From an optimization exercise on the open Yosys and OpenROAD flow, aimed at small area, a short achievable clock period and few clock cycles per item; shortcuts taken in it are not production practice. Only simulation tests tie the RTL to the original design; equivalence was not proved. Power is estimated from default activity; no workload was simulated.

==> flow/design.v (excerpt) <==
module multiplier(
	input logic clk,
	input logic rst,
	input logic start_flag,
	input logic[15:0] a,
	input logic[15:0] b,
	output logic[31:0] result,
	output logic status
	);
	logic two2;
	logic y5;
	logic y7;
	logic y9;
	logic y11;
	logic y13;
	logic y15;
	logic y17;
	logic y19;
	logic y21;
	logic y23;
	logic y25;
	logic y27;
	logic y29;
	logic y31;
	logic y33;
	logic y35;
	logic pp37;
	logic pp39;
	logic pp41;
	logic pp43;
	logic pp45;
	logic pp47;
	logic pp49;
	logic pp51;
	logic pp53;
	logic pp55;
	logic pp57;
	logic pp59;
	logic pp61;
	logic pp63;
	logic pp65;
	logic pp67;
	logic pp69;
	logic one71;
	logic two72;
	logic cb73;
	logic y77;
	logic y79;
	logic y81;
	logic y83;
	logic y85;
	logic y87;
	logic y89;
	logic y91;
	logic y93;
	logic y95;
	logic y97;
	logic y99;
	logic y101;
	logic y103;
	logic y105;
	logic y107;
	logic pp109;
	logic pp111;
	logic pp113;
	logic pp115;
	logic pp117;
	logic pp119;
	logic pp121;
	logic pp123;
	logic pp125;
	logic pp127;
	logic pp129;
	logic pp131;
	logic pp133;
	logic pp135;
  ...
clock: 4.0 ns
lec_check: 0
cap_margin: 20
core_margin: 2
core_utilization: 70
gpl_timing_driven: 1
setup_slack_margin: 0.2
slew_margin: 20
synth_hierarchical: 1
standard.sh (not shown) runs the stock make flow with config.mk's settings and CLKGATE_MAP_FILE= SYNTH_SCRIPT=/design/flow/synth_recipe.tcl, a recipe that flattens the netlist after the stock synthesis.
==> flow/flow/run.sh <==
#!/bin/bash
set -euo pipefail
cd "$(dirname "$0")/.."
export BUFFER_PORTS_ARGS="-buffer_cell sky130_fd_sc_hd__buf_2"
bash standard.sh > make.log 2>&1
The baseline ran to the end with no violations.
Testbench counts at the start, summed over its fixed seeds: cycles 1,608, items 1,600.
Next try:
==> flow/flow/run.sh (replaced) <==
#!/bin/bash
set -euo pipefail
cd "$(dirname "$0")/.."
export BUFFER_PORTS_ARGS="-buffer_cell sky130_fd_sc_hd__buf_1"
bash standard.sh > make.log 2>&1
SETUP_SLACK_MARGIN = 0.3   (was 0.2)
=> Global-route usage came out higher by 0.18 points; utilization came out higher by 1.4 points; design area came out higher by 1.8%; via count came out higher by 1.0%; clock power came out lower by 6.2%; die area stays the same; wire length came out higher by 0.56%; fmax came out higher by 3.9%; clock-buffer cell count stays the same.

---

Starting RTL as in the previous note.
## multiplier
module multiplier(
	input logic clk,
	input logic rst,
	input logic start_flag,
	input logic[15:0] a,
	input logic[15:0] b,
	output logic[31:0] result,
	output logic status
	);
	logic two2;
	logic y5;
	logic y7;
	logic y9;
	logic y11;
	logic y13;
	logic y15;
	logic y17;
	logic y19;
	logic y21;
	logic y23;
	logic y25;
	logic y27;
	logic y29;
	logic y31;
	logic y33;
	logic y35;
	logic pp37;
	logic pp39;
	logic pp41;
	logic pp43;
	logic pp45;
	logic pp47;
	logic pp49;
	logic pp51;
	logic pp53;
	logic pp55;
	logic pp57;
	logic pp59;
	logic pp61;
	logic pp63;
	logic pp65;
	logic pp67;
	logic pp69;
	logic one71;
	logic two72;
	logic cb73;
	logic y77;
	logic y79;
	logic y81;
	logic y83;
	logic y85;
	logic y87;
	logic y89;
	logic y91;
	logic y93;
	logic y95;
	logic y97;
	logic y99;
	logic y101;
	logic y103;
	logic y105;
	logic y107;
	logic pp109;
	logic pp111;
	logic pp113;
	logic pp115;
	logic pp117;
	logic pp119;
	logic pp121;
	logic pp123;
	logic pp125;
	logic pp127;
	logic pp129;
	logic pp131;
	logic pp133;
	logic pp135;
	logic pp137;
	logic pp139;
	logic pp141;
	logic one143;
	logic two144;
	logic cb145;
	logic y149;
	logic y151;
	logic y153;
	logic y155;
	logic y157;
	logic y159;
	logic y161;
	logic y163;
	logic y165;
	logic y167;
	logic y169;
	logic y171;
	logic y173;
	logic y175;
	logic y177;
	logic y179;
	logic pp181;
	logic pp183;
	logic pp185;
	logic pp187;
	logic pp189;
	logic pp191;
	logic pp193;
	logic pp195;
	logic pp197;
	logic pp199;
	logic pp201;
	logic pp203;
	logic pp205;
	logic pp207;
	logic pp209;
	logic pp211;
	logic pp213;
	logic one215;
	logic two216;
	logic cb217;
	logic y221;
	logic y223;
	logic y225;
	logic y227;
	logic y229;
	logic y231;
	logic y233;
	logic y235;
	logic y237;
	logic y239;
	logic y241;
	logic y243;
	logic y245;
	logic y247;
	logic y249;
	logic y251;
	logic pp253;
	logic pp255;
	logic pp257;
	logic pp259;
	logic pp261;
	logic pp263;
	logic pp265;
	logic pp267;
	logic pp269;
	logic pp271;
	logic pp273;
	logic pp275;
	logic pp277;
	logic pp279;
	logic pp281;
	logic pp283;
	logic pp285;
	logic one287;
	logic two288;
	logic cb289;
  ...
clock: 4.0 ns
lec_check: 0
cap_margin: 20
core_margin: 2
core_utilization: 80
gpl_timing_driven: 1
setup_slack_margin: 0.3
slew_margin: 20
synth_hierarchical: 1
==> flow/flow/run.sh <==
#!/bin/bash
set -euo pipefail
cd "$(dirname "$0")/.."
export BUFFER_PORTS_ARGS="-buffer_cell sky130_fd_sc_hd__buf_2"
bash standard.sh > make.log 2>&1
The starting point passed the timing, DRC and antenna checks.
Testbench counts at the start, summed over its fixed seeds: cycles 1,608, items 1,600.
Edit:
Settings changed: CORE_UTILIZATION 80 to 70, PLACE_DENSITY set to 0.8, SETUP_SLACK_MARGIN 0.3 to 0.4.
Result: Die area goes up by 14%. Wire length is lower by 15%. Total power shrinks by 5.4%. Global-route usage came out lower by 9.5 points. Sequential power rose by about 0.9%. Critical path depth fell by 3. First-iteration DRC count decreases by 52%.

-- re-timing with driven ports --
No port has a modelled driver above. Below, the same layouts with a new extraction and two added sets of constraints.
Step 1 sets driving cells, clkbuf_16 on the clock port and buf_2 on the other inputs (assumed; they add their load-dependent delay and slew).
Step 2, shift: input delay + t, output delay - t, t = (earliest + latest rising clock arrival at the registers) / 2. This alone moves slack from input paths to output paths.
Slacks: ideal ports / drivers / drivers and shift; pairs: ideal ports / drivers.
run	shift t [ns]	setup WS [ns]	worst hold slack (ns)	latest minus earliest clock arrival (ns)
the first run of note 1	0.392	0.253 / 0.267 / -0.125	0.200 / 0.187 / 0.579	0.016 / 0.016
the second run of note 1	0.386	0.393 / 0.394 / 0.008	0.194 / 0.186 / 0.572	0.009 / 0.009
the first run of note 2	0.385	0.371 / 0.338 / 0.028	0.203 / 0.192 / 0.576	0.012 / 0.013
the second run of note 2	0.394	0.513 / 0.477 / 0.137	0.208 / 0.195 / 0.589	0.015 / 0.016
With both steps, setup timing fails in the first run of note 1, where it was met with ideal ports. For the second run of note 1, which loses most, drivers alone change the setup slack by +0.001 ns; drivers and shift together by -0.385 ns.
